Source: an optimization exercise on an open RTL-to-GDS flow (aim: small area, a short achievable clock period and few clock cycles). Production flows keep margins and buffers that such runs may drop. RTL that was checked went through simulation tests only; none was proved equivalent to the original. Power is estimated from default activity; no workload was simulated.

==> flow/design.v <==
module accumulator (
    input wire clk,            
    input wire rst,            
    input wire ld_ac,          
    input wire [7:0] data_in,  
    output reg [7:0] acc_out   
);
    always @(posedge clk or posedge rst) begin
        if (rst)
            acc_out <= 8'h00;
        else if (ld_ac)
            acc_out <= data_in;
    end
endmodule
module address_mux (
    input wire dbg,
    input wire [4:0] pc,
    input wire [4:0] dbg_addr,
    output wire [4:0] faddr
);
    assign faddr = dbg ? dbg_addr : pc;
endmodule
module alu (
    input wire [7:0] in_a,        
    input wire [7:0] in_b,        
    input wire [2:0] opcode,
    output reg [7:0] alu_out
);
    always @(*) begin
        case (opcode)
            3'd2: alu_out = in_a + in_b;    
            3'd3: alu_out = in_a & in_b;    
            3'd4: alu_out = in_a ^ in_b;    
            default: alu_out = in_b;        
        endcase
    end
endmodule
module controller (
    input wire clk,
    input wire rst,
    input wire [2:0] opcode,       
    input wire [4:0] operand,
    input wire [7:0] acc_next,
    input wire [7:0] acc,
    input wire [4:0] pc,
    input wire [4:0] sto_addr,     
    output reg [2:0] eop,          
    output reg halt,               
    output wire load0,             
    output wire ld_ac,             
    output wire wr,                
    output wire is_jmp,            
    output wire dbg_sel,           
    output wire fwd_r,             
    output wire fwd_e,             
    output wire fwd_o,             
    output wire r_sto              
);
    localparam [2:0]
        HLT = 3'd0, SKZ = 3'd1, ADD = 3'd2, AND = 3'd3,
        XOR = 3'd4, LDA = 3'd5, STO = 3'd6, NOP = 3'd7;
    reg run, ld;
    reg e_ld, e_sto, e_skz;
    wire valid = run | ld;
    assign load0 = rst | ~valid;
    assign ld_ac = e_ld;
    assign wr    = e_sto;
    wire   annul = e_skz & (acc == 8'h00);        
    wire   r_ok  = valid & ~annul & ~halt;        
    assign is_jmp  = r_ok & (opcode == NOP);
    assign r_sto   = r_ok & (opcode == STO);
    assign dbg_sel = halt;
    assign fwd_r = r_sto & (pc == operand);
    assign fwd_e = wr & (pc == sto_addr);
    assign fwd_o = wr & (operand == sto_addr);
    always @(posedge clk or posedge rst) begin
        if (rst) begin
            run   <= 1'b0;
            halt  <= 1'b0;
            e_ld  <= 1'b0;
            e_sto <= 1'b0;
            e_skz <= 1'b0;
        end else begin
            run   <= 1'b1;
            if (!halt) begin
                halt  <= r_ok & (opcode == HLT);
                e_ld  <= r_ok & (opcode == ADD || opcode == AND ||
                                 opcode == XOR || opcode == LDA);
                e_sto <= r_ok & (opcode == STO);
                e_skz <= r_ok & (opcode == SKZ);
            end
        end
    end
    always @(posedge clk) begin
        ld   <= load0;
        eop <= opcode;
    end
endmodule
module instruction_reg (
    input wire clk,
    input wire load0,
    input wire prog_fwd,         
    input wire [7:0] prog_data,
    input wire [7:0] mem0,
    input wire fwd_r,
    input wire [7:0] acc_next,
    input wire fwd_e,
    input wire [7:0] acc,
    input wire [7:0] fdata,
    input wire jmp,              
    input wire r_sto,
    input wire fwd_o,
    input wire [7:0] odata,
    output reg [7:0] ir,
    output reg [7:0] opr
);
    wire s_load = load0;
    wire s_acc  = ~load0 & (jmp ? fwd_o : (fwd_r | fwd_e));
    wire s_odat = ~load0 & jmp & ~fwd_o;
    wire s_fdat = ~load0 & ~jmp & ~fwd_r & ~fwd_e;
    wire [7:0] ldata = prog_fwd ? prog_data : mem0;
    always @(posedge clk)
        ir <= ({8{s_load}} & ldata) | ({8{s_acc}} & acc_next) |
              ({8{s_odat}} & odata) | ({8{s_fdat}} & fdata);
    wire o_acc = ~r_sto & fwd_o;
    wire o_dat = ~r_sto & ~fwd_o;
    always @(posedge clk)
        opr <= ({8{r_sto}} & {3'b000, ir[4:0]}) | ({8{o_acc}} & acc) |
               ({8{o_dat}} & odata);
endmodule
module memory (
    input wire clk,
    input wire wr,
    input wire [4:0] waddr,
    input wire [7:0] wdata,
    input wire prog_we,
    input wire [4:0] prog_addr,
    input wire [7:0] prog_data,
    input wire [4:0] faddr,
    output wire [7:0] fdata,
    input wire [4:0] oaddr,
    output wire [7:0] odata,
    output wire [7:0] mem0
);
    reg [7:0] mem [0:31];
    always @(posedge clk) begin
        if (prog_we)
            mem[prog_addr] <= prog_data;
        else if (wr)
            mem[waddr] <= wdata;
    end
    assign fdata = mem[faddr];
    assign odata = mem[oaddr];
    assign mem0  = mem[0];
endmodule
module program_counter (
    input wire clk,
    input wire load0,           
    input wire jmp,
    input wire [4:0] operand,   
    output reg [4:0] pc         
);
    always @(posedge clk) begin
        if (load0)
            pc <= 5'd1;
        else
            pc <= (jmp ? operand : pc) + 5'd1;
    end
endmodule
module cpu_top (
    input wire clk,           
    input wire rst,           
    input wire prog_we,       
    input wire [4:0] prog_addr,  
    input wire [7:0] prog_data,  
    input wire [4:0] dbg_addr,   
    output wire halt,         
    output wire [7:0] accum,  
    output wire [7:0] dbg_data   
);
    wire [7:0] ir;            
    wire [4:0] pc;            
    wire [7:0] acc, acc_next, opr;
    wire [2:0] eop;           
    wire [2:0] opcode  = ir[7:5];
    wire [4:0] operand = ir[4:0];
    wire load0, ld_ac, wr, is_jmp, dbg_sel;
    wire fwd_r, fwd_e, fwd_o, r_sto;
    wire [4:0] faddr;
    wire [7:0] fdata, odata, mem0, alu_out;
    controller ctrl (
        .clk(clk), .rst(rst), .opcode(opcode), .operand(operand),
        .acc_next(acc_next), .acc(acc), .pc(pc), .sto_addr(opr[4:0]),
        .eop(eop), .halt(halt), .load0(load0), .ld_ac(ld_ac),
        .wr(wr), .is_jmp(is_jmp), .dbg_sel(dbg_sel),
        .fwd_r(fwd_r), .fwd_e(fwd_e), .fwd_o(fwd_o), .r_sto(r_sto)
    );
    address_mux amux (
        .dbg(dbg_sel), .pc(pc), .dbg_addr(dbg_addr), .faddr(faddr)
    );
    program_counter pcr (
        .clk(clk), .load0(load0), .jmp(is_jmp), .operand(operand),
        .pc(pc)
    );
    memory mem (
        .clk(clk), .wr(wr), .waddr(opr[4:0]), .wdata(acc),
        .prog_we(prog_we), .prog_addr(prog_addr), .prog_data(prog_data),
        .faddr(faddr), .fdata(fdata), .oaddr(operand), .odata(odata),
        .mem0(mem0)
    );
    instruction_reg irr (
        .clk(clk), .load0(load0), .prog_fwd(prog_we && prog_addr == 5'd0),
        .prog_data(prog_data), .mem0(mem0),
        .fwd_r(fwd_r), .acc_next(acc_next), .fwd_e(fwd_e), .acc(acc),
        .fdata(fdata), .jmp(is_jmp), .r_sto(r_sto), .fwd_o(fwd_o), .odata(odata),
        .ir(ir), .opr(opr)
    );
    alu alu_inst (
        .in_a(acc), .in_b(opr), .opcode(eop), .alu_out(alu_out)
    );
    assign acc_next = ld_ac ? alu_out : acc;
    accumulator accr (
        .clk(clk), .rst(rst), .ld_ac(ld_ac), .data_in(alu_out), .acc_out(acc)
    );
    assign accum = acc;
    reg [7:0] dbg_q;
    always @(posedge clk)
        dbg_q <= fdata;
    assign dbg_data = dbg_q;
endmodule
Settings: LEC_CHECK=0, ABC_CLOCK_PERIOD_IN_PS=2000, CAP_MARGIN=20, CORE_MARGIN=2, CORE_UTILIZATION=40, CTS_CLUSTER_DIAMETER=100, CTS_CLUSTER_SIZE=24, SETUP_SLACK_MARGIN=2.5, SLEW_MARGIN=20; clock period 5.0 ns.
standard.sh (not shown) runs the stock make flow with config.mk's settings and CLKGATE_MAP_FILE= SYNTH_SCRIPT=/design/flow/synth_recipe.tcl, a recipe that flattens the netlist after the stock synthesis.
==> flow/flow/run.sh <==
#!/bin/bash
# Standard layout, with plain buffers (buf_2) instead of delay cells on the ports.
set -euo pipefail
export BUFFER_PORTS_ARGS="-buffer_cell sky130_fd_sc_hd__buf_2"
bash standard.sh > standard.log 2>&1
==> next run, changes <==
--- a/flow/design.v
+++ b/flow/design.v
@@ -57,17 +57,17 @@
     output wire r_sto              
 );
     localparam [2:0]
         HLT = 3'd0, SKZ = 3'd1, ADD = 3'd2, AND = 3'd3,
         XOR = 3'd4, LDA = 3'd5, STO = 3'd6, NOP = 3'd7;
-    reg run, ld;
+    reg run, ld, accz;
     reg e_ld, e_sto, e_skz;
     wire valid = run | ld;
     assign load0 = rst | ~valid;
     assign ld_ac = e_ld;
     assign wr    = e_sto;
-    wire   annul = e_skz & (acc == 8'h00);        
+    wire   annul = e_skz & accz;                  
     wire   r_ok  = valid & ~annul & ~halt;        
     assign is_jmp  = r_ok & (opcode == NOP);
     assign r_sto   = r_ok & (opcode == STO);
     assign dbg_sel = halt;
     assign fwd_r = r_sto & (pc == operand);
@@ -91,10 +91,11 @@
             end
         end
     end
     always @(posedge clk) begin
         ld   <= load0;
+        accz <= load0 | (acc_next == 8'h00);
         eop <= opcode;
     end
 endmodule
 module instruction_reg (
     input wire clk,
@@ -221,10 +222,7 @@
     assign acc_next = ld_ac ? alu_out : acc;
     accumulator accr (
         .clk(clk), .rst(rst), .ld_ac(ld_ac), .data_in(alu_out), .acc_out(acc)
     );
     assign accum = acc;
-    reg [7:0] dbg_q;
-    always @(posedge clk)
-        dbg_q <= fdata;
-    assign dbg_data = dbg_q;
-endmodule
+    assign dbg_data = ir;
+endmodule
Result:
- The new run completed without violations
- wire length is lower by 2.6%
- register-to-register slack improved by 0.12 ns
- global-route usage is lower by 1.3 points
- clock skew is higher by 0.0084 ns
- total power is lower by 6.9%
Testbench counts after the change, summed over its fixed seeds: cycles 33,875.
Function not checked in the first run of this note: the RTL went through the layout flow alone.

-- static timing again, ports no longer ideal --
Ports are ideal in the flow. The routed layouts listed here were re-timed in OpenROAD. Step 1, drivers: a clkbuf_16 drives clk and a buf_2 each remaining input, both assumed. Step 2, shift: input delay + t, output delay - t, t = (earliest + latest rising clock arrival at the registers) / 2. This alone moves slack from input paths to output paths. Three values: ideal ports, drivers, drivers and shift; two values: the first two.
| run | t, ns | setup WS [ns] | worst register clock-pin slew, ns | cell pins on the clock port's net |
|---|---|---|---|---|
| the first run | 0.565 | 2.335 / 2.335 / 1.826 | 0.11 / 0.11 | 1 |
| the second run | 0.571 | 2.460 / 2.460 / 1.942 | 0.11 / 0.11 | 1 |
After both steps setup and hold are still met in every run listed. The setup slack of the second run, which loses most, moves by 0.000 ns with the drivers and by -0.518 ns with both steps.
